Source: an optimization exercise on an open RTL-to-GDS flow (aim: small area and a short achievable clock period). Production flows keep margins and buffers that such runs may drop. Only simulation tests tie the RTL to the original design; equivalence was not proved. The flow treats the clock pin as an ideal source, which a real chip does not have.

==> flow/design.v <==
module prng (
    input logic [31:0] seed,
    output logic [31:0] rand_num,
    input logic clk,
    input logic rst
);
    logic [31:0] state;
    wire [30:0] x = state[30:0];
    wire [30:0] xn = ~state[30:0];
    wire [30:0] nxt;
    wire s0; wire c0;
    assign s0 = 1'b1 ^ x[2] ^ xn[0];
    assign c0 = (1'b1 & x[2]) | (1'b1 & xn[0]) | (x[2] & xn[0]);
    wire s1; wire c1;
    assign s1 = 1'b1 ^ x[3] ^ xn[1];
    assign c1 = (1'b1 & x[3]) | (1'b1 & xn[1]) | (x[3] & xn[1]);
    wire s2; wire c2;
    fa u2 (.a(x[4]), .b(xn[2]), .c(xn[0]), .s(s2), .co(c2));
    wire s3; wire c3;
    fa u3 (.a(x[5]), .b(xn[3]), .c(xn[1]), .s(s3), .co(c3));
    wire s4; wire c4;
    assign s4 = 1'b0 ^ x[4] ^ x[2];
    assign c4 = (1'b0 & x[4]) | (1'b0 & x[2]) | (x[4] & x[2]);
    wire s5; wire c5;
    fa u5 (.a(x[6]), .b(c3), .c(~s4), .s(s5), .co(c5));
    wire s6; wire c6;
    fa u6 (.a(x[7]), .b(xn[5]), .c(xn[3]), .s(s6), .co(c6));
    wire s7; wire c7;
    fa u7 (.a(x[0]), .b(~c4), .c(s6), .s(s7), .co(c7));
    wire s8; wire c8;
    fa u8 (.a(x[8]), .b(xn[6]), .c(xn[4]), .s(s8), .co(c8));
    wire s9; wire c9;
    fa u9 (.a(x[1]), .b(c6), .c(s8), .s(s9), .co(c9));
    wire s10; wire c10;
    assign s10 = 1'b1 ^ x[9] ^ x[2];
    assign c10 = (1'b1 & x[9]) | (1'b1 & x[2]) | (x[9] & x[2]);
    wire s11; wire c11;
    fa u11 (.a(xn[7]), .b(xn[5]), .c(xn[0]), .s(s11), .co(c11));
    wire s12; wire c12;
    fa u12 (.a(c8), .b(s10), .c(s11), .s(s12), .co(c12));
    wire s13; wire c13;
    fa u13 (.a(xn[8]), .b(xn[6]), .c(xn[1]), .s(s13), .co(c13));
    wire s14; wire c14;
    fa u14 (.a(x[10]), .b(x[3]), .c(c10), .s(s14), .co(c14));
    wire s15; wire c15;
    fa u15 (.a(c11), .b(s13), .c(c12), .s(s15), .co(c15));
    wire s16; wire c16;
    fa u16 (.a(xn[9]), .b(xn[7]), .c(xn[2]), .s(s16), .co(c16));
    wire s17; wire c17;
    fa u17 (.a(x[11]), .b(x[4]), .c(c13), .s(s17), .co(c17));
    wire s18; wire c18;
    fa u18 (.a(s16), .b(c14), .c(s17), .s(s18), .co(c18));
    wire s19; wire c19;
    assign s19 = 1'b1 ^ x[12] ^ x[5];
    assign c19 = (1'b1 & x[12]) | (1'b1 & x[5]) | (x[12] & x[5]);
    wire s20; wire c20;
    fa u20 (.a(xn[10]), .b(xn[8]), .c(xn[3]), .s(s20), .co(c20));
    wire s21; wire c21;
    fa u21 (.a(x[0]), .b(c16), .c(s19), .s(s21), .co(c21));
    wire s22; wire c22;
    fa u22 (.a(s20), .b(c17), .c(s21), .s(s22), .co(c22));
    wire s23; wire c23;
    assign s23 = 1'b1 ^ x[13] ^ x[6];
    assign c23 = (1'b1 & x[13]) | (1'b1 & x[6]) | (x[13] & x[6]);
    wire s24; wire c24;
    fa u24 (.a(xn[11]), .b(xn[9]), .c(xn[4]), .s(s24), .co(c24));
    wire s25; wire c25;
    fa u25 (.a(x[1]), .b(c19), .c(c20), .s(s25), .co(c25));
    wire s26; wire c26;
    fa u26 (.a(s23), .b(s24), .c(c21), .s(s26), .co(c26));
    wire s27; wire c27;
    fa u27 (.a(s25), .b(c22), .c(s26), .s(s27), .co(c27));
    wire s28; wire c28;
    fa u28 (.a(x[14]), .b(x[7]), .c(x[2]), .s(s28), .co(c28));
    wire s29; wire c29;
    fa u29 (.a(xn[12]), .b(xn[10]), .c(xn[5]), .s(s29), .co(c29));
    wire s30; wire c30;
    fa u30 (.a(x[0]), .b(c23), .c(c24), .s(s30), .co(c30));
    wire s31; wire c31;
    fa u31 (.a(s28), .b(s29), .c(c25), .s(s31), .co(c31));
    wire s32; wire c32;
    fa u32 (.a(s30), .b(c26), .c(s31), .s(s32), .co(c32));
    wire s33; wire c33;
    fa u33 (.a(x[15]), .b(x[8]), .c(x[3]), .s(s33), .co(c33));
    wire s34; wire c34;
    fa u34 (.a(xn[13]), .b(xn[11]), .c(xn[6]), .s(s34), .co(c34));
    wire s35; wire c35;
    fa u35 (.a(x[1]), .b(c28), .c(c29), .s(s35), .co(c35));
    wire s36; wire c36;
    fa u36 (.a(s33), .b(s34), .c(c30), .s(s36), .co(c36));
    wire s37; wire c37;
    fa u37 (.a(s35), .b(c31), .c(s36), .s(s37), .co(c37));
    wire s38; wire c38;
    fa u38 (.a(x[16]), .b(x[9]), .c(x[4]), .s(s38), .co(c38));
    wire s39; wire c39;
    fa u39 (.a(xn[14]), .b(xn[12]), .c(xn[7]), .s(s39), .co(c39));
    wire s40; wire c40;
    fa u40 (.a(x[2]), .b(c33), .c(c34), .s(s40), .co(c40));
    wire s41; wire c41;
    fa u41 (.a(s38), .b(s39), .c(c35), .s(s41), .co(c41));
    wire s42; wire c42;
    fa u42 (.a(s40), .b(c36), .c(s41), .s(s42), .co(c42));
    wire s43; wire c43;
    assign s43 = 1'b1 ^ x[17] ^ x[10];
    assign c43 = (1'b1 & x[17]) | (1'b1 & x[10]) | (x[17] & x[10]);
    wire s44; wire c44;
    fa u44 (.a(xn[15]), .b(xn[13]), .c(xn[8]), .s(s44), .co(c44));
    wire s45; wire c45;
    fa u45 (.a(x[5]), .b(x[3]), .c(xn[0]), .s(s45), .co(c45));
    wire s46; wire c46;
    fa u46 (.a(c38), .b(c39), .c(s43), .s(s46), .co(c46));
    wire s47; wire c47;
    fa u47 (.a(s44), .b(s45), .c(c40), .s(s47), .co(c47));
    wire s48; wire c48;
    fa u48 (.a(s46), .b(c41), .c(s47), .s(s48), .co(c48));
    wire s49; wire c49;
    fa u49 (.a(x[18]), .b(x[11]), .c(x[6]), .s(s49), .co(c49));
    wire s50; wire c50;
    fa u50 (.a(xn[16]), .b(xn[14]), .c(xn[9]), .s(s50), .co(c50));
    wire s51; wire c51;
    fa u51 (.a(x[4]), .b(c43), .c(c44), .s(s51), .co(c51));
    wire s52; wire c52;
    fa u52 (.a(xn[1]), .b(c45), .c(s49), .s(s52), .co(c52));
    wire s53; wire c53;
    fa u53 (.a(s50), .b(c46), .c(s51), .s(s53), .co(c53));
    wire s54; wire c54;
    fa u54 (.a(s52), .b(c47), .c(s53), .s(s54), .co(c54));
    wire s55; wire c55;
    fa u55 (.a(x[19]), .b(x[12]), .c(x[7]), .s(s55), .co(c55));
    wire s56; wire c56;
    fa u56 (.a(xn[17]), .b(xn[15]), .c(xn[10]), .s(s56), .co(c56));
    wire s57; wire c57;
    fa u57 (.a(x[5]), .b(xn[2]), .c(x[0]), .s(s57), .co(c57));
    wire s58; wire c58;
    fa u58 (.a(c49), .b(c50), .c(s55), .s(s58), .co(c58));
    wire s59; wire c59;
    fa u59 (.a(s56), .b(s57), .c(c51), .s(s59), .co(c59));
    wire s60; wire c60;
    fa u60 (.a(c52), .b(s58), .c(c53), .s(s60), .co(c60));
    wire s61; wire c61;
    fa u61 (.a(s59), .b(c54), .c(s60), .s(s61), .co(c61));
    wire s62; wire c62;
    fa u62 (.a(x[20]), .b(x[13]), .c(x[8]), .s(s62), .co(c62));
    wire s63; wire c63;
    fa u63 (.a(xn[18]), .b(xn[16]), .c(xn[11]), .s(s63), .co(c63));
    wire s64; wire c64;
    fa u64 (.a(x[6]), .b(xn[3]), .c(x[1]), .s(s64), .co(c64));
    wire s65; wire c65;
    fa u65 (.a(c55), .b(c56), .c(c57), .s(s65), .co(c65));
    wire s66; wire c66;
    fa u66 (.a(s62), .b(s63), .c(s64), .s(s66), .co(c66));
    wire s67; wire c67;
    fa u67 (.a(c58), .b(s65), .c(s66), .s(s67), .co(c67));
    wire s68; wire c68;
    fa u68 (.a(c59), .b(s67), .c(c60), .s(s68), .co(c68));
    wire s69; wire c69;
    fa u69 (.a(x[21]), .b(x[14]), .c(x[9]), .s(s69), .co(c69));
    wire s70; wire c70;
    fa u70 (.a(xn[19]), .b(xn[17]), .c(xn[12]), .s(s70), .co(c70));
    wire s71; wire c71;
    fa u71 (.a(x[7]), .b(xn[4]), .c(x[2]), .s(s71), .co(c71));
    wire s72; wire c72;
    fa u72 (.a(c62), .b(c63), .c(c64), .s(s72), .co(c72));
    wire s73; wire c73;
    fa u73 (.a(s69), .b(s70), .c(s71), .s(s73), .co(c73));
    wire s74; wire c74;
    fa u74 (.a(c65), .b(c66), .c(s72), .s(s74), .co(c74));
    wire s75; wire c75;
    fa u75 (.a(s73), .b(c67), .c(s74), .s(s75), .co(c75));
    wire s76; wire c76;
    assign s76 = 1'b1 ^ x[22] ^ x[15];
    assign c76 = (1'b1 & x[22]) | (1'b1 & x[15]) | (x[22] & x[15]);
    wire s77; wire c77;
    fa u77 (.a(xn[20]), .b(xn[18]), .c(xn[13]), .s(s77), .co(c77));
    wire s78; wire c78;
    fa u78 (.a(x[10]), .b(x[8]), .c(x[3]), .s(s78), .co(c78));
    wire s79; wire c79;
    fa u79 (.a(xn[5]), .b(xn[0]), .c(c69), .s(s79), .co(c79));
    wire s80; wire c80;
    fa u80 (.a(c70), .b(c71), .c(s76), .s(s80), .co(c80));
    wire s81; wire c81;
    fa u81 (.a(s77), .b(s78), .c(c72), .s(s81), .co(c81));
    wire s82; wire c82;
    fa u82 (.a(c73), .b(s79), .c(s80), .s(s82), .co(c82));
    wire s83; wire c83;
    fa u83 (.a(c74), .b(s81), .c(s82), .s(s83), .co(c83));
    wire s84; wire c84;
    fa u84 (.a(x[23]), .b(x[16]), .c(x[11]), .s(s84), .co(c84));
    wire s85; wire c85;
    fa u85 (.a(xn[21]), .b(xn[19]), .c(xn[14]), .s(s85), .co(c85));
    wire s86; wire c86;
    fa u86 (.a(x[9]), .b(xn[6]), .c(x[4]), .s(s86), .co(c86));
    wire s87; wire c87;
    fa u87 (.a(xn[1]), .b(c76), .c(c77), .s(s87), .co(c87));
    wire s88; wire c88;
    fa u88 (.a(c78), .b(s84), .c(s85), .s(s88), .co(c88));
    wire s89; wire c89;
    fa u89 (.a(s86), .b(c79), .c(c80), .s(s89), .co(c89));
    wire s90; wire c90;
    fa u90 (.a(s87), .b(s88), .c(c81), .s(s90), .co(c90));
    wire s91; wire c91;
    fa u91 (.a(c82), .b(s89), .c(s90), .s(s91), .co(c91));
    wire s92; wire c92;
    fa u92 (.a(x[24]), .b(x[17]), .c(x[12]), .s(s92), .co(c92));
    wire s93; wire c93;
    fa u93 (.a(xn[22]), .b(xn[20]), .c(xn[15]), .s(s93), .co(c93));
    wire s94; wire c94;
    fa u94 (.a(x[10]), .b(xn[7]), .c(x[5]), .s(s94), .co(c94));
    wire s95; wire c95;
    fa u95 (.a(xn[2]), .b(c84), .c(c85), .s(s95), .co(c95));
    wire s96; wire c96;
    fa u96 (.a(c86), .b(s92), .c(s93), .s(s96), .co(c96));
    wire s97; wire c97;
    fa u97 (.a(s94), .b(c87), .c(c88), .s(s97), .co(c97));
    wire s98; wire c98;
    fa u98 (.a(s95), .b(s96), .c(c89), .s(s98), .co(c98));
    wire s99; wire c99;
    fa u99 (.a(s97), .b(c90), .c(s98), .s(s99), .co(c99));
    wire s100; wire c100;
    fa u100 (.a(x[25]), .b(x[18]), .c(x[13]), .s(s100), .co(c100));
    wire s101; wire c101;
    fa u101 (.a(xn[23]), .b(xn[21]), .c(xn[16]), .s(s101), .co(c101));
    wire s102; wire c102;
    fa u102 (.a(x[11]), .b(x[6]), .c(x[0]), .s(s102), .co(c102));
    wire s103; wire c103;
    fa u103 (.a(xn[8]), .b(xn[3]), .c(c92), .s(s103), .co(c103));
    wire s104; wire c104;
    fa u104 (.a(c93), .b(c94), .c(s100), .s(s104), .co(c104));
    wire s105; wire c105;
    fa u105 (.a(s101), .b(s102), .c(c95), .s(s105), .co(c105));
    wire s106; wire c106;
    fa u106 (.a(c96), .b(s103), .c(s104), .s(s106), .co(c106));
    wire s107; wire c107;
    fa u107 (.a(c97), .b(s105), .c(s106), .s(s107), .co(c107));
    wire s108; wire c108;
    fa u108 (.a(c98), .b(s107), .c(c99), .s(s108), .co(c108));
    wire s109; wire c109;
    fa u109 (.a(x[26]), .b(x[19]), .c(x[14]), .s(s109), .co(c109));
    wire s110; wire c110;
    fa u110 (.a(xn[24]), .b(xn[22]), .c(xn[17]), .s(s110), .co(c110));
    wire s111; wire c111;
    fa u111 (.a(x[12]), .b(x[7]), .c(x[1]), .s(s111), .co(c111));
    wire s112; wire c112;
    fa u112 (.a(xn[9]), .b(xn[4]), .c(c100), .s(s112), .co(c112));
    wire s113; wire c113;
    fa u113 (.a(c101), .b(c102), .c(s109), .s(s113), .co(c113));
    wire s114; wire c114;
    fa u114 (.a(s110), .b(s111), .c(c103), .s(s114), .co(c114));
    wire s115; wire c115;
    fa u115 (.a(c104), .b(s112), .c(s113), .s(s115), .co(c115));
    wire s116; wire c116;
    fa u116 (.a(c105), .b(s114), .c(c106), .s(s116), .co(c116));
    wire s117; wire c117;
    fa u117 (.a(s115), .b(c107), .c(s116), .s(s117), .co(c117));
    wire s118; wire c118;
    fa u118 (.a(x[27]), .b(x[20]), .c(x[15]), .s(s118), .co(c118));
    wire s119; wire c119;
    fa u119 (.a(xn[25]), .b(xn[23]), .c(xn[18]), .s(s119), .co(c119));
    wire s120; wire c120;
    fa u120 (.a(x[13]), .b(x[8]), .c(x[2]), .s(s120), .co(c120));
    wire s121; wire c121;
    fa u121 (.a(xn[10]), .b(xn[5]), .c(c109), .s(s121), .co(c121));
    wire s122; wire c122;
    fa u122 (.a(c110), .b(c111), .c(s118), .s(s122), .co(c122));
    wire s123; wire c123;
    fa u123 (.a(s119), .b(s120), .c(c112), .s(s123), .co(c123));
    wire s124; wire c124;
    fa u124 (.a(c113), .b(s121), .c(s122), .s(s124), .co(c124));
    wire s125; wire c125;
    fa u125 (.a(c114), .b(s123), .c(c115), .s(s125), .co(c125));
    wire s126; wire c126;
    fa u126 (.a(s124), .b(c116), .c(s125), .s(s126), .co(c126));
    wire s127; wire c127;
    fa u127 (.a(x[28]), .b(x[21]), .c(x[16]), .s(s127), .co(c127));
    wire s128; wire c128;
    fa u128 (.a(xn[26]), .b(xn[24]), .c(xn[19]), .s(s128), .co(c128));
    wire s129; wire c129;
    fa u129 (.a(x[14]), .b(x[9]), .c(x[3]), .s(s129), .co(c129));
    wire s130; wire c130;
    fa u130 (.a(xn[11]), .b(xn[6]), .c(c118), .s(s130), .co(c130));
    wire s131; wire c131;
    fa u131 (.a(c119), .b(c120), .c(s127), .s(s131), .co(c131));
    wire s132; wire c132;
    fa u132 (.a(s128), .b(s129), .c(c121), .s(s132), .co(c132));
    wire s133; wire c133;
    fa u133 (.a(c122), .b(s130), .c(s131), .s(s133), .co(c133));
    wire s134; wire c134;
    fa u134 (.a(c123), .b(s132), .c(c124), .s(s134), .co(c134));
    wire s135; wire c135;
    fa u135 (.a(s133), .b(c125), .c(s134), .s(s135), .co(c135));
    wire s136; wire c136;
    fa u136 (.a(x[29]), .b(x[22]), .c(x[17]), .s(s136), .co(c136));
    wire s137; wire c137;
    fa u137 (.a(xn[27]), .b(xn[25]), .c(xn[20]), .s(s137), .co(c137));
    wire s138; wire c138;
    fa u138 (.a(x[15]), .b(x[10]), .c(x[4]), .s(s138), .co(c138));
    wire s139; wire c139;
    fa u139 (.a(xn[12]), .b(xn[7]), .c(c127), .s(s139), .co(c139));
    wire s140; wire c140;
    fa u140 (.a(c128), .b(c129), .c(s136), .s(s140), .co(c140));
    wire s141; wire c141;
    fa u141 (.a(s137), .b(s138), .c(c130), .s(s141), .co(c141));
    wire s142; wire c142;
    fa u142 (.a(c131), .b(s139), .c(s140), .s(s142), .co(c142));
    wire s143; wire c143;
    fa u143 (.a(c132), .b(s141), .c(c133), .s(s143), .co(c143));
    wire s144; wire c144;
    fa u144 (.a(s142), .b(c134), .c(s143), .s(s144), .co(c144));
    wire s145;
    assign s145 = x[30] ^ x[23] ^ x[18];
    wire s146;
    assign s146 = x[28] ^ x[26] ^ x[21];
    wire s147;
    assign s147 = x[16] ^ x[11] ^ x[5];
    wire s148;
    assign s148 = xn[13] ^ xn[8] ^ x[0];
    wire s149;
    assign s149 = c136 ^ c137 ^ c138;
    wire s150;
    assign s150 = s145 ^ ~s146 ^ s147;
    wire s151;
    assign s151 = s148 ^ c139 ^ c140;
    wire s152;
    assign s152 = s149 ^ s150 ^ c141;
    wire s153;
    assign s153 = c142 ^ s151 ^ s152;
    wire s154;
    assign s154 = c143 ^ s153 ^ c144;
    wire [30:0] ra, rb;
    assign ra[0] = x[0];
    assign rb[0] = 1'b1;
    assign ra[1] = x[1];
    assign rb[1] = 1'b0;
    assign ra[2] = s0;
    assign rb[2] = 1'b0;
    assign ra[3] = c0;
    assign rb[3] = s1;
    assign ra[4] = c1;
    assign rb[4] = s2;
    assign ra[5] = c2;
    assign rb[5] = s3;
    assign ra[6] = s5;
    assign rb[6] = 1'b0;
    assign ra[7] = c5;
    assign rb[7] = s7;
    assign ra[8] = c7;
    assign rb[8] = s9;
    assign ra[9] = c9;
    assign rb[9] = s12;
    assign ra[10] = s14;
    assign rb[10] = s15;
    assign ra[11] = c15;
    assign rb[11] = s18;
    assign ra[12] = c18;
    assign rb[12] = s22;
    assign ra[13] = s27;
    assign rb[13] = 1'b0;
    assign ra[14] = c27;
    assign rb[14] = s32;
    assign ra[15] = c32;
    assign rb[15] = s37;
    assign ra[16] = c37;
    assign rb[16] = s42;
    assign ra[17] = c42;
    assign rb[17] = s48;
    assign ra[18] = c48;
    assign rb[18] = s54;
    assign ra[19] = s61;
    assign rb[19] = 1'b0;
    assign ra[20] = c61;
    assign rb[20] = s68;
    assign ra[21] = c68;
    assign rb[21] = s75;
    assign ra[22] = c75;
    assign rb[22] = s83;
    assign ra[23] = c83;
    assign rb[23] = s91;
    assign ra[24] = c91;
    assign rb[24] = s99;
    assign ra[25] = s108;
    assign rb[25] = 1'b0;
    assign ra[26] = c108;
    assign rb[26] = s117;
    assign ra[27] = c117;
    assign rb[27] = s126;
    assign ra[28] = c126;
    assign rb[28] = s135;
    assign ra[29] = c135;
    assign rb[29] = s144;
    assign ra[30] = s154;
    assign rb[30] = 1'b0;
    wire [30:0] g0 = ra & rb;
    wire [30:0] p0 = ra ^ rb;
    wire gg1 = g0[1] | (p0[1] & g0[0]);
    wire gg2 = g0[2] | (p0[2] & gg1);
    wire gg3 = g0[3] | (p0[3] & g0[2]);
    wire pp3 = p0[3] & p0[2];
    wire gg4 = gg3 | (pp3 & gg1);
    wire gg5 = g0[4] | (p0[4] & g0[3]);
    wire pp5 = p0[4] & p0[3];
    wire gg6 = gg5 | (pp5 & gg2);
    wire gg7 = g0[5] | (p0[5] & g0[4]);
    wire pp7 = p0[5] & p0[4];
    wire gg8 = gg7 | (pp7 & g0[3]);
    wire pp8 = pp7 & p0[3];
    wire gg9 = gg8 | (pp8 & gg2);
    wire gg10 = g0[6] | (p0[6] & gg9);
    wire gg11 = g0[7] | (p0[7] & g0[6]);
    wire pp11 = p0[7] & p0[6];
    wire gg12 = gg11 | (pp11 & gg9);
    wire gg13 = g0[8] | (p0[8] & g0[7]);
    wire pp13 = p0[8] & p0[7];
    wire gg14 = gg13 | (pp13 & gg10);
    wire gg15 = g0[9] | (p0[9] & g0[8]);
    wire pp15 = p0[9] & p0[8];
    wire gg16 = gg15 | (pp15 & gg11);
    wire pp16 = pp15 & pp11;
    wire gg17 = gg16 | (pp16 & gg9);
    wire gg18 = g0[10] | (p0[10] & gg15);
    wire pp18 = p0[10] & pp15;
    wire gg19 = gg18 | (pp18 & gg12);
    wire gg20 = g0[11] | (p0[11] & g0[10]);
    wire pp20 = p0[11] & p0[10];
    wire gg21 = gg20 | (pp20 & gg17);
    wire gg22 = g0[12] | (p0[12] & gg20);
    wire pp22 = p0[12] & pp20;
    wire gg23 = gg22 | (pp22 & gg17);
    wire gg24 = g0[13] | (p0[13] & gg23);
    wire gg25 = g0[14] | (p0[14] & g0[13]);
    wire pp25 = p0[14] & p0[13];
    wire gg26 = gg25 | (pp25 & gg23);
    wire gg27 = g0[15] | (p0[15] & g0[14]);
    wire pp27 = p0[15] & p0[14];
    wire gg28 = gg27 | (pp27 & g0[13]);
    wire pp28 = pp27 & p0[13];
    wire gg29 = gg28 | (pp28 & gg23);
    wire gg30 = g0[16] | (p0[16] & g0[15]);
    wire pp30 = p0[16] & p0[15];
    wire gg31 = gg30 | (pp30 & g0[14]);
    wire pp31 = pp30 & p0[14];
    wire gg32 = gg31 | (pp31 & gg24);
    wire gg33 = g0[17] | (p0[17] & g0[16]);
    wire pp33 = p0[17] & p0[16];
    wire gg34 = gg33 | (pp33 & gg27);
    wire pp34 = pp33 & pp27;
    wire gg35 = gg34 | (pp34 & gg24);
    wire gg36 = g0[18] | (p0[18] & g0[17]);
    wire pp36 = p0[18] & p0[17];
    wire gg37 = gg36 | (pp36 & gg30);
    wire pp37 = pp36 & pp30;
    wire gg38 = gg37 | (pp37 & gg26);
    wire gg39 = g0[18] | (p0[18] & gg33);
    wire pp39 = p0[18] & pp33;
    wire gg40 = g0[19] | (p0[19] & gg39);
    wire pp40 = p0[19] & pp39;
    wire gg41 = gg40 | (pp40 & gg29);
    wire gg42 = g0[20] | (p0[20] & g0[19]);
    wire pp42 = p0[20] & p0[19];
    wire gg43 = gg42 | (pp42 & gg38);
    wire gg44 = g0[21] | (p0[21] & g0[20]);
    wire pp44 = p0[21] & p0[20];
    wire gg45 = gg44 | (pp44 & g0[19]);
    wire pp45 = pp44 & p0[19];
    wire gg46 = gg45 | (pp45 & gg38);
    wire gg47 = g0[22] | (p0[22] & g0[21]);
    wire pp47 = p0[22] & p0[21];
    wire gg48 = gg47 | (pp47 & gg42);
    wire pp48 = pp47 & pp42;
    wire gg49 = gg48 | (pp48 & gg38);
    wire gg50 = g0[23] | (p0[23] & g0[22]);
    wire pp50 = p0[23] & p0[22];
    wire gg51 = gg50 | (pp50 & gg44);
    wire pp51 = pp50 & pp44;
    wire gg52 = gg51 | (pp51 & gg41);
    wire gg53 = g0[24] | (p0[24] & g0[23]);
    wire pp53 = p0[24] & p0[23];
    wire gg54 = gg53 | (pp53 & gg47);
    wire pp54 = pp53 & pp47;
    wire gg55 = gg54 | (pp54 & gg43);
    wire gg56 = g0[24] | (p0[24] & gg50);
    wire pp56 = p0[24] & pp50;
    wire gg57 = g0[25] | (p0[25] & gg56);
    wire pp57 = p0[25] & pp56;
    wire gg58 = gg57 | (pp57 & gg46);
    wire gg59 = g0[26] | (p0[26] & g0[25]);
    wire pp59 = p0[26] & p0[25];
    wire gg60 = gg59 | (pp59 & gg55);
    wire gg61 = g0[27] | (p0[27] & g0[26]);
    wire pp61 = p0[27] & p0[26];
    wire gg62 = gg61 | (pp61 & g0[25]);
    wire pp62 = pp61 & p0[25];
    wire gg63 = gg62 | (pp62 & gg55);
    wire gg64 = g0[28] | (p0[28] & g0[27]);
    wire pp64 = p0[28] & p0[27];
    wire gg65 = gg64 | (pp64 & g0[26]);
    wire pp65 = pp64 & p0[26];
    wire gg66 = gg65 | (pp65 & g0[25]);
    wire pp66 = pp65 & p0[25];
    wire gg67 = gg66 | (pp66 & gg55);
    wire gg68 = g0[29] | (p0[29] & g0[28]);
    wire pp68 = p0[29] & p0[28];
    wire gg69 = gg68 | (pp68 & g0[27]);
    wire pp69 = pp68 & p0[27];
    wire gg70 = gg69 | (pp69 & gg59);
    wire pp70 = pp69 & pp59;
    wire gg71 = gg70 | (pp70 & gg55);
    wire gg72 = g0[30] | (p0[30] & gg69);
    wire pp72 = p0[30] & pp69;
    wire gg73 = gg72 | (pp72 & gg60);
    assign nxt[0] = p0[0];
    assign nxt[1] = p0[1] ^ g0[0];
    assign nxt[2] = p0[2] ^ gg1;
    assign nxt[3] = p0[3] ^ gg2;
    assign nxt[4] = p0[4] ^ gg4;
    assign nxt[5] = p0[5] ^ gg6;
    assign nxt[6] = p0[6] ^ gg9;
    assign nxt[7] = p0[7] ^ gg10;
    assign nxt[8] = p0[8] ^ gg12;
    assign nxt[9] = p0[9] ^ gg14;
    assign nxt[10] = p0[10] ^ gg17;
    assign nxt[11] = p0[11] ^ gg19;
    assign nxt[12] = p0[12] ^ gg21;
    assign nxt[13] = p0[13] ^ gg23;
    assign nxt[14] = p0[14] ^ gg24;
    assign nxt[15] = p0[15] ^ gg26;
    assign nxt[16] = p0[16] ^ gg29;
    assign nxt[17] = p0[17] ^ gg32;
    assign nxt[18] = p0[18] ^ gg35;
    assign nxt[19] = p0[19] ^ gg38;
    assign nxt[20] = p0[20] ^ gg41;
    assign nxt[21] = p0[21] ^ gg43;
    assign nxt[22] = p0[22] ^ gg46;
    assign nxt[23] = p0[23] ^ gg49;
    assign nxt[24] = p0[24] ^ gg52;
    assign nxt[25] = p0[25] ^ gg55;
    assign nxt[26] = p0[26] ^ gg58;
    assign nxt[27] = p0[27] ^ gg60;
    assign nxt[28] = p0[28] ^ gg63;
    assign nxt[29] = p0[29] ^ gg67;
    assign nxt[30] = p0[30] ^ gg71;
    always_ff @(posedge clk) begin
        if (rst) begin
            state <= seed;
        end else begin
            state <= {1'b0, nxt};
        end
        rand_num <= state;
    end
endmodule
module fa (
    input  logic a,
    input  logic b,
    input  logic c,
    output logic s,
    output logic co
);
    assign s = a ^ b ^ c;
    assign co = (a & b) | (a & c) | (b & c);
endmodule
==> flow/flow/run.sh <==
#!/bin/bash
# Standard layout with two changes: the smallest buffer on each port, and
# useful clock skew between registers after clock tree synthesis (skew.tcl).
export BUFFER_PORTS_ARGS="-buffer_cell sky130_fd_sc_hd__buf_1"
export POST_CTS_TCL="$PWD/flow/skew.tcl"
export SKIP_CTS_REPAIR_TIMING=1
bash standard.sh > standard.log 2>&1
==> flow/flow/skew.py <==
#!/usr/bin/env python3
"""Plan a later clock arrival for registers (useful skew).

usage: skew.py PATHS PERIOD

PATHS holds lines "kind from to slack" as skew.tcl writes them. A delay D[r]
(>= 0) on register r's clock changes a register-to-register path s->e by
D[s] - D[e]. The plan finds the smallest period T such that:
  setup   (PERIOD - slack) + D[s] - D[e] <= T      for register pairs
  hold    slack + D[s] - D[e] >= HOLD_MARGIN
  output  (PERIOD - slack) + D[s] <= T            (the skew may only hurt)
  input   (PERIOD - slack) <= T                   (no gain from the skew)
  D[r] <= DMAX
and prints, for each register that needs a delay, a chain of delay cells.
"""
import sys

DMAX = 1.2
HOLD_MARGIN = 0.2
LEVEL_COST = 0.15
# cells and the delay each adds in front of one register's clock pin (ns)
CELLS = [
    ('sky130_fd_sc_hd__clkbuf_1', 0.09, 3.75),
    ('sky130_fd_sc_hd__dlygate4sd1_1', 0.20, 8.76),
    ('sky130_fd_sc_hd__clkdlybuf4s50_1', 0.46, 10.01),
]

path_file, period = sys.argv[1], float(sys.argv[2])
setup, hold, outp, inp, inhold = {}, {}, {}, {}, {}
regs = set()
for line in open(path_file):
    f = line.split()
    if len(f) != 4:
        continue
    kind, s, e, sl = f[0], f[1], f[2], float(f[3])
    if kind == 'max':
        setup[(s, e)] = min(setup.get((s, e), 1e9), sl)
        regs.update((s, e))
    elif kind == 'min':
        hold[(s, e)] = min(hold.get((s, e), 1e9), sl)
        regs.update((s, e))
    elif kind == 'outmax':
        outp[s] = min(outp.get(s, 1e9), sl)
        regs.add(s)
    elif kind == 'inmax':
        inp[e] = min(inp.get(e, 1e9), sl)
        regs.add(e)
    elif kind == 'inmin':
        inhold[e] = min(inhold.get(e, 1e9), sl)
        regs.add(e)
regs = sorted(regs)
idx = {r: i + 1 for i, r in enumerate(regs)}


def solve(T):
    # difference constraints x[b] >= x[a] + w as edges (a, b, w); longest path
    edges = []
    for r in regs:
        ub = DMAX
        if r in inhold:
            ub = min(ub, max(0.0, inhold[r] - HOLD_MARGIN))
        if r in outp:
            ub = min(ub, T - (period - outp[r]))
        if ub < 0:
            return None
        edges.append((0, idx[r], 0.0))
        edges.append((idx[r], 0, -ub))
    for (s, e), sl in setup.items():
        d = period - sl
        if s == e:
            if d > T:
                return None
            continue
        edges.append((idx[s], idx[e], d - T))
    for (s, e), sl in hold.items():
        if s == e:
            continue
        # D[e] - D[s] <= sl - margin
        edges.append((idx[e], idx[s], -max(0.0, sl - HOLD_MARGIN)))
    for e, sl in inp.items():
        if period - sl > T:
            return None
    n = len(regs) + 1
    x = [0.0] + [-1e18] * (n - 1)
    for it in range(n + 1):
        changed = False
        for a, b, w in edges:
            if x[a] > -1e17 and x[a] + w > x[b] + 1e-9:
                x[b] = x[a] + w
                changed = True
        if not changed:
            return {r: x[idx[r]] for r in regs}
        if x[0] > 1e-9:
            return None
    return None


t0 = max([period - sl for sl in setup.values()] + [period - sl for sl in inp.values()]
         + [period - sl for sl in outp.values()])
lo, hi = 0.0, t0
if solve(hi) is None:
    print(f'# no skew plan (T0 {t0:.3f})')
    sys.exit(0)
for _ in range(40):
    m = (lo + hi) / 2
    if solve(m) is None:
        lo = m
    else:
        hi = m
T = hi
D = solve(T)
print(f'# period without skew {t0:.3f}, with skew {T:.3f}')


CELL_D = {c[0]: c[1] for c in CELLS}


def chain(delta):
    # fewest-area chain of cells whose delay is closest to delta
    best = None
    for a in range(0, 4):
        for b in range(0, 4):
            for c in range(0, 4):
                if a + b + c == 0 or a + b + c > 4:
                    continue
                n = (a, b, c)
                d = sum(k * cell[1] for k, cell in zip(n, CELLS))
                area = sum(k * cell[2] for k, cell in zip(n, CELLS))
                cost = abs(d - delta) + 0.004 * area
                if best is None or cost < best[0]:
                    best = (cost, n)
    out = []
    for k, cell in zip(best[1], CELLS):
        out += [cell[0]] * k
    return out


# Shared delays: the registers are put on a few levels; level k is reached
# through a cascade of delay stages, each stage driving the registers of its
# level and the next stage.
need = sorted((D[r], r) for r in regs if D[r] >= 0.06)
if not need:
    sys.exit(0)
vals = [v for v, _ in need]


def levels_for(k):
    # 1-D k-means on the wanted delays
    cent = [vals[int((i + 0.5) * len(vals) / k)] for i in range(k)]
    for _ in range(50):
        groups = [[] for _ in cent]
        for v in vals:
            groups[min(range(k), key=lambda i: abs(v - cent[i]))].append(v)
        cent = [sum(g) / len(g) if g else c for g, c in zip(groups, cent)]
    err = sum(min(abs(v - c) for c in cent) for v in vals)
    return sorted(cent), err


best = None
for k in range(1, 7):
    cent, err = levels_for(k)
    cost = err + LEVEL_COST * k
    if best is None or cost < best[0]:
        best = (cost, cent)
cent = best[1]
prev = 0.0
real = 0.0
DRIVER = ('sky130_fd_sc_hd__clkbuf_4', 0.12)
for k, c in enumerate(cent, 1):
    # each stage ends in a stronger buffer that drives its registers
    rest = c - real - DRIVER[1]
    cells = chain(rest) if rest > 0.05 else []
    cells.append(DRIVER[0])
    real += sum(CELL_D.get(x, DRIVER[1]) for x in cells)
    print('stage', k, f'{c:.3f}', ' '.join(cells))
for v, r in need:
    k = min(range(len(cent)), key=lambda i: abs(v - cent[i])) + 1
    print('level', r, k, f'{v:.3f}')
==> flow/flow/skew.tcl <==
# Useful clock skew between registers, run after clock tree synthesis
# (POST_CTS_TCL). It measures the worst setup and hold slack of every
# register-to-register path, and the worst slack of every path from an input
# and to an output, then asks skew.py for a later clock arrival for each
# register that shortens the period set by the register-to-register paths.
# Paths from the inputs and to the outputs get no gain from it: an input path
# must meet that period without the skew, and an output path must meet it with
# the skew. The delays are made by clock buffers put in front of the
# registers' clock pins.

set skew_dir [file dirname [file normalize [info script]]]
set work_dir [file dirname $skew_dir]
set_propagated_clock [all_clocks]
estimate_parasitics -placement

set regs [all_registers -cells]
set clkpin [dict create]
set dpin [dict create]
set cellof [dict create]
foreach r $regs {
  set n [get_full_name $r]
  dict set cellof $n $r
  foreach p [get_pins -of_objects $r] {
    set pn [get_property $p lib_pin_name]
    if { $pn == "CLK" } { dict set clkpin $n $p }
    if { $pn == "D" } { dict set dpin $n $p }
  }
}

set f [open $work_dir/skew_paths.txt w]
foreach r $regs {
  set n [get_full_name $r]
  set cp [dict get $clkpin $n]
  foreach {kind pd} {max max min min} {
    set paths [find_timing_paths -from $cp -path_delay $pd \
      -group_path_count 10000 -endpoint_path_count 1 -unique_paths_to_endpoint]
    foreach p $paths {
      set ep [get_property $p endpoint]
      set epn [get_full_name $ep]
      if { [get_property $ep direction] == "output" } {
        puts $f "out$kind $n - [get_property $p slack]"
      } else {
        set einst [get_full_name [get_cells -of_objects $ep]]
        puts $f "$kind $n $einst [get_property $p slack]"
      }
    }
  }
  set dp [dict get $dpin $n]
  foreach {kind pd} {inmax max inmin min} {
    set paths [find_timing_paths -from [all_inputs] -to $dp -path_delay $pd]
    foreach p $paths {
      puts $f "$kind - $n [get_property $p slack]"
    }
  }
}
close $f

set period [get_property [lindex [all_clocks] 0] period]
exec python3 $skew_dir/skew.py $work_dir/skew_paths.txt $period > $work_dir/skew_plan.txt
puts "skew plan:"
puts [exec cat $work_dir/skew_plan.txt]

set block [ord::get_db_block]
set stages {}
set level [dict create]
foreach line [split [exec cat $work_dir/skew_plan.txt] "\n"] {
  if { [lindex $line 0] == "stage" } { lappend stages [lrange $line 3 end] }
  if { [lindex $line 0] == "level" } { dict set level [lindex $line 1] [lindex $line 2] }
}
set nbuf 0
set drv_net ""
set k 0
foreach cells $stages {
  incr k
  set pins {}
  set sx 0
  set sy 0
  set np 0
  dict for {n lv} $level {
    if { $lv >= $k } {
      lappend pins [dict get $clkpin $n]
      set loc [[sta::sta_to_db_inst [dict get $cellof $n]] getLocation]
      set sx [expr { $sx + [lindex $loc 0] }]
      set sy [expr { $sy + [lindex $loc 1] }]
      incr np
    }
  }
  if { $np == 0 } { break }
  set xy [list [ord::dbu_to_microns [expr { $sx / $np }]] [ord::dbu_to_microns [expr { $sy / $np }]]]
  foreach cell $cells {
    if { $drv_net == "" } {
      set net [get_nets -of_objects [lindex $pins end]]
      insert_buffer -buffer_cell $cell -net $net -load_pins $pins -load_pins_on_diff_nets \
        -location $xy -buffer_name skewbuf_$nbuf -net_name skewnet_$nbuf
    } else {
      insert_buffer -buffer_cell $cell -net $drv_net -load_pins $pins \
        -location $xy -buffer_name skewbuf_$nbuf -net_name skewnet_$nbuf
    }
    set drv_net [get_nets skewnet_$nbuf]
    set bnet [$block findNet skewnet_$nbuf]
    if { $bnet ne "NULL" && $bnet ne "" } { $bnet setSigType CLOCK }
    incr nbuf
  }
}
puts "skew buffers inserted: $nbuf"

detailed_placement
check_placement -verbose
estimate_parasitics -placement
report_worst_slack -max
report_worst_slack -min
==> flow/standard.sh <==
#!/bin/bash
# synth_recipe.tcl (not shown) runs the flow's synth.tcl, then flattens the netlist and writes it again
# the make line also repeats each setting of config.mk as NAME=value (left out here)
make -C /OpenROAD-flow-scripts/flow DESIGN_CONFIG=/design/flow/config.mk WORK_HOME=/design/flow/orfs CLKGATE_MAP_FILE= SYNTH_SCRIPT=/design/flow/synth_recipe.tcl "${@:-finish}"
==> flow/config.mk <==
export PLATFORM = sky130hd
export DESIGN_NAME = prng
export DESIGN_NICKNAME = prng
export VERILOG_FILES = /design/flow/design.v
export SDC_FILE = /design/flow/constraint.sdc
export NUM_CORES = 4
export LEC_CHECK = 0
export CAP_MARGIN = 20
export CORE_MARGIN = 2
export CORE_UTILIZATION = 50
export CTS_BUF_LIST = sky130_fd_sc_hd__clkbuf_4 sky130_fd_sc_hd__clkbuf_8
export SETUP_SLACK_MARGIN = 3.0
export SLEW_MARGIN = 20
export SYNTH_HIERARCHICAL = 1
==> flow/constraint.sdc <==
create_clock -name core_clock -period 7.0 [get_ports {clk}]
set_input_delay 1.4000 -clock core_clock [delete_from_list [all_inputs] [get_ports {clk}]]
set_output_delay 1.4000 -clock core_clock [all_outputs]
set_load 0.01 [all_outputs]
==> results.cfg, run 1 <==
[synthesis]
ys_seq_area_frac = 0.218
synth_cell_types = 45
synth_fa_ha_area_frac = 0.541
synth_mux_area_frac = 0.00767
synthXorXnorAreaFrac = 0.0547
synthCells = 466
syn_nets = 672
postSynthAreaPerCell_um2 = 12.6
synth-async-reset-ratio = 0
ys_warn_count = 7
synth-simple-area-share = 0.0490
synth_flop_cell = dfxtp_1
synth_area_um2 = 5870
synth_edf_count = 0
synth_seq_cells = 64
synth_compound_area_frac = 0.0933
synth_top_family_by_area = adder cells

[setup_path]
cp_max_fo = 4
crit_start = state[28]
cp-end-kind = flip-flop
required_ns = 8.37
cp.arrival_ns = 5.33
criticalPathCategory = flip-flop to flip-flop
startpoint_type = flip-flop
r2r-start = state[28]

[sta]
skew_ns = 1.12
fin_crit_ns = 3.96
rsz0062_at_grt = yes
fmax_mhz = 252
worstMarginPinSlew_ns = 0.581
slew_viol_final = 0
slew_headroom = 0.613
finalSetupTns_ns = 0
hold_viol = 0
setup_violations = 0
post-route-period-util = 0.566

[global_route]
track_usage = 0.251
grt_pass1_wl_mm = 23.1
antenna_found_initial = 0
grt_pass1_vias = 4116
grt_overflow_total = 0
grt_max_degree = 62

[run_status]
status = complete, no violations

[routing]
vias = 3781
wl_per_cell_um = 20.7
antenna_left = 0
routed_wl_mm = 14.5
drtIter0Drc = 205
viasPerCell = 5.38
drt-pass1-iter-count = 5
drc = 0

[die]
die_width_um = 112
core_area_um2 = 11400
pin_count = 66
die_area_um2 = 12600
start_util = 0.514
row_count = 39
fp.dieH_um = 112

[clock_tree]
clkLatencyLatePin_ns = 1.48
path_clk_slew_ns = 0.05
cts_sinks = 64
cts_tree = yes

[layout]
fin_cells = 703
fin_nets = 761
antennaDiodeCount = 0
drive_gt1_frac = 0.211
area_growth_pct = 16.4

[placement]
numPortBuffers = 65
dp_hpwl_mm = 11.5
gp_congestion = 0.936
dp.cells = 668

[worst_hold_path]
holdCritPathClass = primary input to flip-flop
hold_start = seed[28]

[job]
maxCapViolCount = 0
## cell type report, without the clock buffers
| class | instances | area [um2] |
|---|---|---|
| fill | 987 | 4580 |
| tap | 143 | 179 |
| inverter | 48 | 189 |
| clock inverter | 6 | 43.8 |
| sequential | 64 | 1350 |
| timing repair buffer | 78 | 343 |
| multi-input combinational | 347 | 4550 |
## final timing paths
kind	end	slack, ns	depth (start not counted)
max	state[30]	3.04	12
min	state[28]	0.11	3
max reg2reg	state[30]	3.04	12
min reg2reg	state[30]	0.19	6
## critical path, cell delays in order (launching register included)
cell and delay (ns):
dfxtp_4 0.36, fa_1 0.46, fa_1 0.50, fa_2 0.35, fa_1 0.46, fa_2 0.35, xor2_1 0.15, xnor2_1 0.20
xnor2_1 0.15, xnor3_2 0.31, or4_4 0.43, o211ai_2 0.08, nor3_2 0.05
## cells by family (layout without fill, tap and decap cells)
group / after synthesis / after routing
XOR/XNOR: 33 / 33
buffers and inverters: 55 / 149
AND/OR/NAND/NOR: 57 / 57
adder cells (fa/ha/maj): 172 / 172
AO/OA/AOI/OAI: 81 / 81
multiplexers: 4 / 4
flip-flops: 64 / 64
## Yosys cell counts, types with 4 or more instances
cell type  count  area [um2]
dfxtp_1       64        1280
clkbuf_1       6        22.5
o31ai_1       10        75.1
nor3_1         9        45.0
xor2_1         7        61.3
fa_1         137        2740
ha_1          35         438
inv_1         48         180
mux2_2         4        45.0
o21a_1         8        60.1
o21ai_1        4        20.0
xnor2_1       24         210
a21oi_1       16        80.1
o21ai_0       16        80.1
a21o_1        10        75.1
nand2_1       29         109
## placed cells by master, fill, tap and decap left out, types with 3 or more instances in the layout
cell type	n
inv_2	13
a21oi_1	14
o211ai_1	3
nand2_1	28
buf_1	64
xor2_1	7
fa_2	14
a21o_1	10
nor3b_1	3
o21a_1	8
o21ai_0	16
dfxtp_4	12
fa_1	123
ha_1	29
nor3_1	8
inv_1	33
clkbuf_8	10
o31ai_1	9
dfxtp_2	15
mux2_2	4
ha_4	5
buf_4	13
dfxtp_1	37
xnor2_1	24
clkbuf_4	4
## routing by layer
layer | vias up | GRT usage | part of all wire
met5 | - | 0 | 0
met4 | 0 | 0.0780 | 0.019
met3 | 28 | 0.0605 | 0.072
met2 | 149 | 0.376 | 0.47
met1 | 1887 | 0.366 | 0.44
li1 | 1717 | - | -
## stage by stage
step                      hold WS [ns]  setup WS (ns)   util  instance area (um2)
after floorplan                  0.310           2.97      -                 5910
after global placement           0.313           2.23  0.553                 6310
after detailed placement         0.315           2.19  0.553                 6310
after global routing            0.0586           2.94  0.599                 6840
final                            0.114           3.04  0.599                 6840
## sequential cells by signal (all words and copies together) (netlist names)
| name | count |
|---|---|
| state | 32 |
| rand_num | 32 |
## modules after synthesis (local to each module, per instance)
module / area (um2) / flops+latches / times used / cells
prng: 3130 / 64 / 1 / 329
fa: 20.0 / 0 / 137 / 1
==> run 2: changes to the inputs <==
==> flow/flow/run.sh (replaced) <==
#!/bin/bash
# Standard layout with two changes: the smallest buffer on each port, and
# useful clock skew between registers after clock tree synthesis (skew.tcl).
export BUFFER_PORTS_ARGS="-buffer_cell sky130_fd_sc_hd__buf_1"
export POST_CTS_TCL="$PWD/flow/skew.tcl"
bash standard.sh > standard.log 2>&1
==> run 2 against run 1 <==
  * Highest routed layer unchanged
  * Synthesized cell count unchanged
  * Critical endpoint is now state[21]
  * Worst setup slack better by 0.12 ns
  * Still clean
  * Sequential share of layout area down 0.92 points
  * Critical path type unchanged
  * Cell count up 5.5%
==> results.cfg, run 2 <==
[run_status]
status = complete, no violations

[worst_hold_path]
hold_path_end = state[30]
holdCritPathClass = flip-flop to flip-flop
min_path_cells = 8
hold_start = state[8]

[setup_path]
cp_max_fo = 4
r2r-start = state[18]
startpoint_type = flip-flop
r2r_end = state[21]
cp-end-kind = flip-flop
cp.arrival_ns = 4.37
r2r_cells = 12
criticalPathCategory = flip-flop to flip-flop
required_ns = 7.53
rrSetupSlack_ns = 3.16

[sta]
setup_ws_ns = 3.16
setup_violations = 0
hold_viol = 0
worstMarginPinSlew_ns = 0.600
fin_crit_ns = 3.84
hold_ws_ns = 0.270
skew_ns = 1.27
slew_viol_final = 0
finalSetupTns_ns = 0
post-route-period-util = 0.548
slew_headroom = 0.600
fmax_mhz = 261
rsz0062_at_grt = yes

[placement]
dpl_worst_slack_ns = 2.19
dp_hpwl_mm = 11.5
numPortBuffers = 65
gp_congestion = 0.936

[synthesis]
synth-async-reset-ratio = 0
synth_area_um2 = 5870
synth_top_family_by_area = adder cells
synth-simple-area-share = 0.0490
synth_mux_area_frac = 0.00767
yosysTopAreaCellShare = 0.467
ys_top_cells_by_count = fa_1, dfxtp_1, inv_1, ha_1, nand2_1
synth_flop_cell = dfxtp_1
synthCells = 466
synth_cell_types = 45
synth.most_common_cell = fa_1
postSynthAreaPerCell_um2 = 12.6
synth_top_cell_by_area = fa_1
synth_compound_area_frac = 0.0933
synthXorXnorAreaFrac = 0.0547
synth_edf_count = 0
synth.area.top_cells = fa_1, dfxtp_1, ha_1, xnor2_1, inv_1
synth_seq_cells = 64
syn_nets = 672
ys_seq_area_frac = 0.218
synth_fa_ha_area_frac = 0.541
ys_warn_count = 7

[layout]
fill_cells = 932
area_growth_pct = 24.6
layout_commonest_cell = fa_1
drive_gt1_frac = 0.292
antennaDiodeCount = 0
mostFrequentLayoutCells = fa_1, buf_1, buf_4, dfxtp_1
fin_util = 0.641
largestRegisters = rand_num (32), state (32)
fin_nets = 800

[die]
core_area_um2 = 11400
pin_count = 66
row_count = 39
fp.dieH_um = 112
die_width_um = 112
die_area_um2 = 12600
start_util = 0.514

[routing]
viasPerCell = 5.38
antenna_left = 0
vias = 3990
drt-pass1-iter-count = 5
routed_wl_mm = 15.4
wl_per_cell_um = 20.8
drc = 0
drtIter0Drc = 199

[global_route]
track_usage = 0.270
antenna_found_initial = 0
grt_overflow_total = 0
grt_pass1_wl_mm = 24.9
grt_max_degree = 62
grt_pass1_vias = 4442

[clock_tree]
clkLatencyLatePin_ns = 1.61
cts_tree = yes
path_clk_slew_ns = 0.08
cts_sinks = 64

[job]
maxCapViolCount = 0
==> run 2: cell counts after synthesis <==
Identical to the previous run, type by type.
==> run 2: worst max-delay path by stage <==
stage	start	endpoint	slack [ns]	depth (start not counted)
floorplan	state[6]	state[30]	2.97	13
global placement	state[2]	state[18]	2.23	17
detailed placement	state[2]	state[18]	2.19	17
global route	state[18]	state[21]	3.00	12
finish	state[18]	state[21]	3.16	12
==> run 2: per-module statistics from Yosys (local to each module, per instance) <==
module | copies in the design | flops+latches | cells
prng | 1 | 64 | 329
fa | 137 | 0 | 1
==> run 2: layer usage <==
metal  global-route usage  part of all wire  up-vias
met5                    0                 0        -
met4               0.0967             0.022        0
met3               0.0772             0.073       33
met2                0.404              0.47      154
met1                0.380              0.43     2007
li1                     -                 -     1796
==> run 2: area by class of cell, without the clock buffers <==
class | count | area [um2] | share of cell area
clock inverter | 6 | 43.8 | 0.00598
sequential | 64 | 1370 | 0.188
multi-input combinational | 347 | 4660 | 0.637
tap | 143 | 179 | 0.0245
inverter | 48 | 204 | 0.0279
timing repair buffer | 115 | 658 | 0.0899
==> run 2: critical path: stages, from the launching register on <==
cell	delay, ns
dfxtp_4	0.37
buf_4	0.16
fa_1	0.49
fa_2	0.60
fa_2	0.47
ha_4	0.28
a21oi_4	0.14
o21ai_4	0.09
nor3b_4	0.28
a21oi_2	0.10
buf_4	0.14
o21a_1	0.18
o31ai_2	0.20
==> run 2: kinds of logic (layout without fill, tap and decap cells) <==
family,after synthesis,in the layout
flops,64,64
fa+ha+maj,172,172
simple gates,57,57
buf+inv,55,188
compound gates,81,81
mux,4,4
xor+xnor,33,33
==> run 2: per-stage QoR <==
step	cell area [um2]	instances
6_report	7320	742
2_1_floorplan	5910	466
3_5_place_dp	6310	668
5_1_grt	7320	742
3_3_place_gp	6310	668
==> run 3: changes to the inputs <==
--- a/flow/flow/run.sh
+++ b/flow/flow/run.sh
@@ -3,4 +3,5 @@
 # useful clock skew between registers after clock tree synthesis (skew.tcl).
 export BUFFER_PORTS_ARGS="-buffer_cell sky130_fd_sc_hd__buf_1"
 export POST_CTS_TCL="$PWD/flow/skew.tcl"
+export SKIP_CTS_REPAIR_TIMING=1
 bash standard.sh > standard.log 2>&1
--- a/flow/config.mk
+++ b/flow/config.mk
@@ -9,6 +9,6 @@
 export CORE_MARGIN = 2
 export CORE_UTILIZATION = 50
 export CTS_BUF_LIST = sky130_fd_sc_hd__clkbuf_4 sky130_fd_sc_hd__clkbuf_8
-export SETUP_SLACK_MARGIN = 3.0
+export SETUP_SLACK_MARGIN = 3.4
 export SLEW_MARGIN = 20
 export SYNTH_HIERARCHICAL = 1
==> run 3 against run 2 <==
  * Still clean on timing, DRC and antenna
  * First-iteration DRC count rose by 42%
  * Core utilization is 1.0 points higher
  * Global-route usage up 0.54 points
  * Synthesized cell count stayed put
  * Register-to-register slack got worse by 0.04 ns
  * Worst setup slack lost 0.039 ns
  * Wire length increased by 5.7%
  * Largest cell class unchanged
==> results.cfg, run 3 <==
[layout]
antennaDiodeCount = 0
mostFrequentLayoutCells = fa_1, buf_1, buf_4, dfxtp_1, fa_2
fin_nets = 805
area_growth_pct = 26.6
drive_gt1_frac = 0.326
largestRegisters = rand_num (32), state (32)
layout_commonest_cell = fa_1

[clock_tree]
path_clk_slew_ns = 0.11
cts_sinks = 64
cts_tree = yes
clkLatencyLatePin_ns = 1.65

[sta]
slew_headroom = 0.575
skew_ns = 1.29
rsz0062_at_grt = yes
slew_viol_final = 0
fin_crit_ns = 3.88
finalSetupTns_ns = 0
worstMarginPinSlew_ns = 0.637
setup_violations = 0
setup_ws_ns = 3.12
post-route-period-util = 0.554
fmax_mhz = 258
hold_viol = 0

[worst_hold_path]
holdCritPathClass = primary input to flip-flop

[global_route]
grt_pass1_wl_mm = 25.1
antenna_found_initial = 1
track_usage = 0.275
grt_overflow_total = 0
grt_max_degree = 62
grt_pass1_vias = 4297

[synthesis]
ys_top_cells_by_count = fa_1, dfxtp_1, inv_1, ha_1, nand2_1
yosysTopAreaCellShare = 0.467
syn_nets = 672
synth.area.top_cells = fa_1, dfxtp_1, ha_1, xnor2_1, inv_1
ys_warn_count = 7
synthCells = 466
ys_seq_area_frac = 0.218
synth_top_cell_by_area = fa_1
synth.most_common_cell = fa_1
synth_edf_count = 0
synth_area_um2 = 5870
synth_flop_cell = dfxtp_1
postSynthAreaPerCell_um2 = 12.6
synth_cell_types = 45
synth_seq_cells = 64
synth-async-reset-ratio = 0

[job]
maxCapViolCount = 0

[placement]
dpl_worst_slack_ns = 2.48
dp_hpwl_mm = 12.5
gp_congestion = 0.954
numPortBuffers = 65

[setup_path]
crit_slowest_cell = fa_1
cp_max_fo = 3
crit_family = adder cells
max_stage_delay_ns = 0.54
cpMostUsedCell = fa_1
crit_chain = inv_6, fa_2, fa_1, fa_1, fa_1, ha_4, o211ai_1, a21oi_2, o21a_1, o31ai_2
path_buf_inv = 1
cp.arrival_ns = 4.10
startpoint_type = flip-flop
cp-end-kind = flip-flop
criticalPathCategory = flip-flop to flip-flop
required_ns = 7.22

[routing]
routed_wl_mm = 16.3
drc = 0
drt-pass1-iter-count = 4
antenna_left = 0
drtIter0Drc = 283
wl_per_cell_um = 21.8
vias = 3987
viasPerCell = 5.34

[die]
pin_count = 66
die_area_um2 = 12600
core_area_um2 = 11400
fp.dieH_um = 112
row_count = 39
start_util = 0.514
die_width_um = 112

[run_status]
status = complete, no violations
-- run 3: worst paths after layout --
kind / startpoint / to / slack [ns] / cells after the start
setup / recovery: state[18] / state[21] / 3.12 / 10
hold / removal: seed[30] / state[30] / 0.06 / 3
setup reg to reg: state[18] / state[21] / 3.12 / 10
hold reg to reg: state[0] / state[30] / 0.11 / 7
-- run 3: Yosys stat by module (local to each module, per instance) --
module	area, um2	cells	copies in the design
fa	20.0	1	137
prng	3130	329	1
-- run 3: stage by stage --
stage,instances,area (um2),util,hold WS (ns)
floorplan,466,6170,-,0.310
global route,747,7430,0.651,0.0138
global placement,668,6580,0.576,0.310
finish,747,7430,0.651,0.0632
detailed placement,668,6580,0.576,0.318
-- run 3: worst reg2reg max path: stages, from the launching register on --
cell	delay, ns
dfxtp_4	0.40
inv_6	0.04
fa_2	0.53
fa_1	0.44
fa_1	0.54
fa_1	0.46
ha_4	0.29
o211ai_1	0.12
a21oi_2	0.21
o21a_1	0.20
o31ai_2	0.07
-- run 3: logic make-up (layout without fill, tap and decap cells) --
logic type | after synthesis | in the layout | synth area share
AOI/OAI and AO/OA | 81 | 81 | 0.0933
muxes | 4 | 4 | 0.00767
buffers and inverters | 55 | 193 | 0.0358
xor gates and xnor gates | 33 | 33 | 0.0547
DFF | 64 | 64 | 0.218
and+or+nand+nor | 57 | 57 | 0.0490
adders and majority gates | 172 | 172 | 0.541
-- run 3: final cells by class, without the clock buffers --
cell class                      instances  area (um2)
Tap cell                              143         179
Multi-Input combinational cell        347        4750
Sequential cell                        64        1370
Timing Repair Buffer                  120         661
Fill cell                             898        3980
Clock inverter                          6        68.8
Inverter                               48         215
-- run 3: per-layer routing --
metal  global-route usage  up-vias  routed length, um
met5                    0        -                  0
met4               0.0748        0                362
met3               0.0778       27               1150
met2                0.415      136               7620
met1                0.398     2017               7140
li1                     -     1807                  -

separate check: timing with driven ports:
Ports are ideal in the flow. The routed layouts listed here were re-timed in OpenROAD.
Step 1 (the two cells are an assumption about what drives the block):
set clk [get_ports {clk}]
set_driving_cell -lib_cell sky130_fd_sc_hd__clkbuf_16 $clk
set_driving_cell -lib_cell sky130_fd_sc_hd__buf_2 [delete_from_list [all_inputs] $clk]
Step 2, shift: input delay + t, output delay - t, t = (earliest + latest rising clock arrival at the registers) / 2. This alone moves slack from input paths to output paths.
Three values: no drivers, after step 1, after step 2; two values: the first two.
run | shift t [ns] | slack for setup (ns) | latest minus earliest clock arrival (ns) | worst data-port slew with drivers (ns)
run 1 | 0.947 | 3.039 / 3.039 / 3.039 | 1.135 / 1.135 | 0.03
run 2 | 1.014 | 3.162 / 3.162 / 3.162 | 1.273 / 1.272 | 0.03
run 3 | 1.028 | 3.124 / 3.124 / 3.124 | 1.310 / 1.309 | 0.04
Clock arrivals are far apart in every run listed, so t is only a midpoint there and step 2 fits no single register.
